This design comes from an exercise in tuning for small area and a short achievable clock period on the open sky130 flow, not from production work.
Where RTL was checked, it was by simulation tests only, not by an equivalence proof against the original.

Setup of job 105:
==> flow/design.v <==
module ALU_PG (
    input  [15:0] data1,
    input  [15:0] data2,
    input         sub,
    output [15:0] p,
    output [15:0] g
);
    wire [15:0] b = data2 ^ {16{sub}};
    assign p = (data1 ^ data2) ^ {16{sub}};
    assign g = {data1[15:1] & b[15:1], (data1[0] & b[0]) | (p[0] & sub)};
endmodule
module ALU (
    input  [15:0] p,
    input  [15:0] g,
    input         sub,
    output [15:0] sum,
    output [15:0] and_result,
    output [15:0] or_result
);
    wire [15:0] g1, p1, g2, p2, g3, p3, c;
    genvar i;
    generate
        for (i = 0; i < 16; i = i + 1) begin : l1
            if (i >= 1) begin
                assign g1[i] = g[i] | (p[i] & g[i-1]);
                assign p1[i] = p[i] & p[i-1];
            end else begin
                assign g1[i] = g[i];
                assign p1[i] = p[i];
            end
        end
        for (i = 0; i < 16; i = i + 1) begin : l2
            if (i >= 2) begin
                assign g2[i] = g1[i] | (p1[i] & g1[i-2]);
                assign p2[i] = p1[i] & p1[i-2];
            end else begin
                assign g2[i] = g1[i];
                assign p2[i] = p1[i];
            end
        end
        for (i = 0; i < 16; i = i + 1) begin : l3
            if (i >= 4) begin
                assign g3[i] = g2[i] | (p2[i] & g2[i-4]);
                assign p3[i] = p2[i] & p2[i-4];
            end else begin
                assign g3[i] = g2[i];
                assign p3[i] = p2[i];
            end
        end
        for (i = 0; i < 16; i = i + 1) begin : l4
            if (i >= 8)
                assign c[i] = g3[i] | (p3[i] & g3[i-8]);
            else
                assign c[i] = g3[i];
        end
    endgenerate
    assign sum = p ^ {c[14:0], sub};
    assign and_result = g;
    assign or_result  = p | g;
endmodule
module Control_Unit (
    input  [3:0] opcode,
    output       mem_read,
    output       mem_write,
    output       reg_write,
    output [1:0] alu_op
);
    assign mem_read  = (opcode == 4'd5);
    assign mem_write = (opcode == 4'd6);
    assign reg_write = (opcode >= 4'd1) && (opcode <= 4'd5);
    assign alu_op    = (opcode == 4'd2) ? 2'd1 :
                       (opcode == 4'd3) ? 2'd2 :
                       (opcode == 4'd4) ? 2'd3 : 2'd0;
endmodule
module Register_File (
    input         clk,
    input         reset,
    input  [3:0]  next_reg1,     
    input  [3:0]  next_reg2,
    input  [15:0] read_sel1,     
    input  [15:0] read_sel2,
    input  [15:0] write_en,      
    input  [15:0] write_data,
    output reg [15:0] next_sel1,
    output reg [15:0] next_sel2,
    output reg [15:0] reg_data1,
    output reg [15:0] reg_data2
);
    reg [15:0] registers [0:15];
    reg [15:0] valid;
    wire [15:0] we = write_en;
    integer i;
    always @(posedge clk) begin
        for (i = 0; i < 16; i = i + 1)
            if (we[i])
                registers[i] <= write_data;
    end
    always @(posedge clk or posedge reset) begin
        if (reset)
            valid <= 16'b0;
        else
            valid <= valid | we;
    end
    always @(*) begin
        for (i = 0; i < 16; i = i + 1) begin
            next_sel1[i] = (valid[i] || we[i]) && next_reg1 == i;
            next_sel2[i] = (valid[i] || we[i]) && next_reg2 == i;
        end
    end
    always @(*) begin
        reg_data1 = 16'b0;
        reg_data2 = 16'b0;
        for (i = 0; i < 16; i = i + 1) begin
            reg_data1 = reg_data1 | (registers[i] & {16{read_sel1[i]}});
            reg_data2 = reg_data2 | (registers[i] & {16{read_sel2[i]}});
        end
    end
endmodule
module Hazard_Detection_Unit (
    input        clk,
    input        reset,
    input        id_mem_read,
    input  [3:0] id_rd,
    input  [15:0] instr,
    output reg   stall
);
    always @(posedge clk or posedge reset) begin
        if (reset)
            stall <= 1'b0;
        else if (id_mem_read && (id_rd == instr[11:8] || id_rd == instr[7:4]))
            stall <= 1'b1;
    end
endmodule
module CPU (
    input clk,
    input reset,
    output [15:0] pc,
    input [15:0] instr,
    output [15:0] alu_out,
    output mem_read,
    output mem_write,
    input [15:0] mem_data
);
    wire stall;
    reg        started;
    reg        ex_sel_sum, ex_sel_and, ex_sel_or, wb_hold;
    reg [15:0] pc_reg;
    reg        id_mem_read, id_mem_write, id_reg_write;
    reg [1:0]  id_alu_op;
    reg        id_sub;
    reg [3:0]  id_ra;
    reg [15:0] id_sel1, id_sel2;   
    reg [15:0] ex_p, ex_g;
    reg        ex_sub;
    reg        ex_mem_read, ex_reg_write;
    reg [3:0]  ex_rd;
    reg [15:0] wb_result;
    reg        wb_mem_read;
    reg [15:0] wb_we;        
    wire       dec_mem_read, dec_mem_write, dec_reg_write;
    wire [1:0] dec_alu_op;
    wire [15:0] next_sel1, next_sel2;
    wire [15:0] rf_data1, rf_data2, id_p, id_g, alu_sum, alu_and, alu_or;
    reg  [15:0] ex_we;
    Control_Unit cu (
        .opcode(instr[15:12]),
        .mem_read(dec_mem_read),
        .mem_write(dec_mem_write),
        .reg_write(dec_reg_write),
        .alu_op(dec_alu_op)
    );
    Hazard_Detection_Unit hdu (
        .clk(clk),
        .reset(reset),
        .id_mem_read(id_mem_read),
        .id_rd(id_ra),
        .instr(instr),
        .stall(stall)
    );
    always @(posedge clk or posedge reset) begin
        if (reset) begin
            pc_reg       <= 16'b0;
            id_mem_read  <= 1'b0;
            id_mem_write <= 1'b0;
            id_reg_write <= 1'b0;
        end else begin
            pc_reg <= pc_reg + {15'b0, ~stall};
            if (!stall) begin
                id_mem_read  <= dec_mem_read;
                id_mem_write <= dec_mem_write;
            end
            id_reg_write <= dec_reg_write;
        end
    end
    always @(posedge clk) begin
        id_alu_op <= dec_alu_op;
        id_sub    <= dec_alu_op == 2'd1;
        id_ra     <= instr[11:8];
        id_sel1   <= next_sel1;
        id_sel2   <= next_sel2;
    end
    Register_File rf (
        .clk(clk),
        .reset(reset),
        .next_reg1(instr[11:8]),
        .next_reg2(instr[7:4]),
        .read_sel1(id_sel1),
        .read_sel2(id_sel2),
        .write_en(wb_we),
        .write_data(wb_mem_read ? mem_data : wb_result),
        .next_sel1(next_sel1),
        .next_sel2(next_sel2),
        .reg_data1(rf_data1),
        .reg_data2(rf_data2)
    );
    ALU_PG alu_pg (
        .data1(rf_data1),
        .data2(rf_data2),
        .sub(id_sub),
        .p(id_p),
        .g(id_g)
    );
    always @(posedge clk or posedge reset) begin
        if (reset)
            ex_reg_write <= 1'b0;
        else
            ex_reg_write <= id_reg_write;
    end
    always @(posedge clk) begin
        ex_p        <= id_p;
        ex_g        <= id_g;
        ex_sub      <= id_sub;
        ex_mem_read <= id_mem_read;
        ex_rd       <= id_ra;
    end
    ALU alu (
        .p(ex_p),
        .g(ex_g),
        .sub(ex_sub),
        .sum(alu_sum),
        .and_result(alu_and),
        .or_result(alu_or)
    );
    integer i;
    always @(*)
        for (i = 0; i < 16; i = i + 1)
            ex_we[i] = ex_reg_write && ex_rd == i;
    always @(posedge clk or posedge reset) begin
        if (reset) begin
            started      <= 1'b0;
            ex_sel_sum   <= 1'b0;
            ex_sel_and   <= 1'b0;
            ex_sel_or    <= 1'b0;
            wb_hold      <= 1'b0;
            wb_result    <= 16'b0;
            wb_we        <= 16'b0;
        end else begin
            started      <= 1'b1;
            ex_sel_sum   <= started & ~stall & ~id_alu_op[1];
            ex_sel_and   <= started & ~stall & (id_alu_op == 2'd2);
            ex_sel_or    <= started & ~stall & (id_alu_op == 2'd3);
            wb_hold      <= started & stall;
            wb_result    <= (alu_sum & {16{ex_sel_sum}}) | (alu_and & {16{ex_sel_and}})
                          | (alu_or & {16{ex_sel_or}}) | (wb_result & {16{wb_hold}});
            wb_we        <= ex_we;
        end
    end
    always @(posedge clk)
        wb_mem_read <= ex_mem_read;
    assign pc       = pc_reg;
    assign alu_out  = wb_result;
    assign mem_read = id_mem_read;
    assign mem_write = id_mem_write;
endmodule
export LEC_CHECK = 0
export CAP_MARGIN = 20
export CORE_MARGIN = 2
export CORE_UTILIZATION = 60
export CTS_BUF_LIST = sky130_fd_sc_hd__clkbuf_16
export CTS_CLUSTER_DIAMETER = 80
export CTS_CLUSTER_SIZE = 24
export SETUP_SLACK_MARGIN = 1.6
export SLEW_MARGIN = 20
create_clock -name core_clock -period 3.5 [get_ports {clk}]
standard.sh (not shown) runs the stock make flow with config.mk's settings and CLKGATE_MAP_FILE= SYNTH_SCRIPT=/design/flow/synth_recipe.tcl, a recipe that flattens the netlist after the stock synthesis.
==> flow/flow/run.sh <==
#!/bin/bash
set -euo pipefail
bash standard.sh synth > synth.log 2>&1
bash standard.sh MATCH_CELL_FOOTPRINT=0 \
  "BUFFER_PORTS_ARGS=-buffer_cell sky130_fd_sc_hd__buf_2" \
  "CTS_ARGS=-sink_clustering_enable -repair_clock_nets -buf_list sky130_fd_sc_hd__clkbuf_16 -sink_clustering_size 24 -sink_clustering_max_diameter 80 -dont_use_dummy_load" \
  finish > layout.log 2>&1
Inputs modified between job 105 and job 101:
diff --git a/flow/design.v b/flow/design.v
--- a/flow/design.v
+++ b/flow/design.v
@@ -13,8 +13,6 @@
     input  [15:0] p,
     input  [15:0] g,
-    input         sub,
-    output [15:0] sum,
-    output [15:0] and_result,
-    output [15:0] or_result
+    input  [1:0]  op,
+    output [15:0] result
 );
     wire [15:0] g1, p1, g2, p2, g3, p3, c;
@@ -55,7 +53,6 @@
         end
     endgenerate
-    assign sum = p ^ {c[14:0], sub};
-    assign and_result = g;
-    assign or_result  = p | g;
+    wire [15:0] sum = p ^ {c[14:0], op[0]};
+    assign result = op[1] ? (op[0] ? (p | g) : g) : sum;
 endmodule
 module Control_Unit (
@@ -143,14 +140,13 @@
 );
     wire stall;
-    reg        started;
-    reg        ex_sel_sum, ex_sel_and, ex_sel_or, wb_hold;
+    reg  stall_d;    
+    reg  [1:0] started;
     reg [15:0] pc_reg;
     reg        id_mem_read, id_mem_write, id_reg_write;
     reg [1:0]  id_alu_op;
-    reg        id_sub;
     reg [3:0]  id_ra;
     reg [15:0] id_sel1, id_sel2;   
     reg [15:0] ex_p, ex_g;
-    reg        ex_sub;
+    reg [1:0]  ex_alu_op;
     reg        ex_mem_read, ex_reg_write;
     reg [3:0]  ex_rd;
@@ -161,5 +157,5 @@
     wire [1:0] dec_alu_op;
     wire [15:0] next_sel1, next_sel2;
-    wire [15:0] rf_data1, rf_data2, id_p, id_g, alu_sum, alu_and, alu_or;
+    wire [15:0] rf_data1, rf_data2, alu_result, id_p, id_g;
     reg  [15:0] ex_we;
     Control_Unit cu (
@@ -195,5 +191,4 @@
     always @(posedge clk) begin
         id_alu_op <= dec_alu_op;
-        id_sub    <= dec_alu_op == 2'd1;
         id_ra     <= instr[11:8];
         id_sel1   <= next_sel1;
@@ -217,5 +212,5 @@
         .data1(rf_data1),
         .data2(rf_data2),
-        .sub(id_sub),
+        .sub(id_alu_op == 2'd1),
         .p(id_p),
         .g(id_g)
@@ -230,5 +225,5 @@
         ex_p        <= id_p;
         ex_g        <= id_g;
-        ex_sub      <= id_sub;
+        ex_alu_op   <= id_alu_op;
         ex_mem_read <= id_mem_read;
         ex_rd       <= id_ra;
@@ -237,8 +232,6 @@
         .p(ex_p),
         .g(ex_g),
-        .sub(ex_sub),
-        .sum(alu_sum),
-        .and_result(alu_and),
-        .or_result(alu_or)
+        .op(ex_alu_op),
+        .result(alu_result)
     );
     integer i;
@@ -248,19 +241,15 @@
     always @(posedge clk or posedge reset) begin
         if (reset) begin
-            started      <= 1'b0;
-            ex_sel_sum   <= 1'b0;
-            ex_sel_and   <= 1'b0;
-            ex_sel_or    <= 1'b0;
-            wb_hold      <= 1'b0;
+            started      <= 2'b0;
+            stall_d      <= 1'b0;
             wb_result    <= 16'b0;
             wb_we        <= 16'b0;
         end else begin
-            started      <= 1'b1;
-            ex_sel_sum   <= started & ~stall & ~id_alu_op[1];
-            ex_sel_and   <= started & ~stall & (id_alu_op == 2'd2);
-            ex_sel_or    <= started & ~stall & (id_alu_op == 2'd3);
-            wb_hold      <= started & stall;
-            wb_result    <= (alu_sum & {16{ex_sel_sum}}) | (alu_and & {16{ex_sel_and}})
-                          | (alu_or & {16{ex_sel_or}}) | (wb_result & {16{wb_hold}});
+            started      <= {started[0], 1'b1};
+            stall_d      <= stall;
+            if (!started[1])
+                wb_result <= 16'b0;
+            else if (!stall_d)
+                wb_result <= alu_result;
             wb_we        <= ex_we;
         end
Findings:
- Total congestion overflow: job 105 vs job 101 identical
- The area added between synthesis and finish of job 101 and that of job 105 are within noise of each other.
- Row largest voltage drop on the vdd net: job 101 higher / job 105 lower
- Job 105 and job 101 ended up with roughly the same all-layer global routing usage.
- Comparing job 101 with job 105, the TritonCTS buffer count came out essentially unchanged.
- Job 101 against job 105: layout buffer count excluding clock buffers rose 17; design area rose 0.87%; wire length rose 0.81%; setup slack fell 0.014 ns.
- Compared to job 105, job 101 has fewer flip-flops.
Function not checked in job 101: the RTL went through the layout flow alone.

port drivers added, routing unchanged:
No port has a modelled driver above. Below, the same layouts with a new extraction and two added sets of constraints.
Step 1 assumes that a clkbuf_16 drives the clock port and a buf_2 every other input.
Step 2 times the ports against the registers' clock, not the clock port: input delays grow and output delays shrink by t, the midpoint of the rising clock arrivals with the driver on.
Slacks: no drivers / after step 1 / after step 2; pairs: no drivers / after step 1.
| run | t (ns) | setup WS [ns] | clock arrival spread, ns | worst register clock-pin slew, ns |
|---|---|---|---|---|
| job 105 | 0.582 | 1.599 / 1.599 / 1.582 | 0.046 / 0.047 | 0.10 / 0.10 |
| job 101 | 0.575 | 1.584 / 1.584 / 1.584 | 0.049 / 0.049 | 0.09 / 0.09 |
After both steps every run listed still meets setup and hold. For job 105, which loses most, drivers alone change the setup slack by 0.000 ns; drivers and shift together by -0.017 ns.
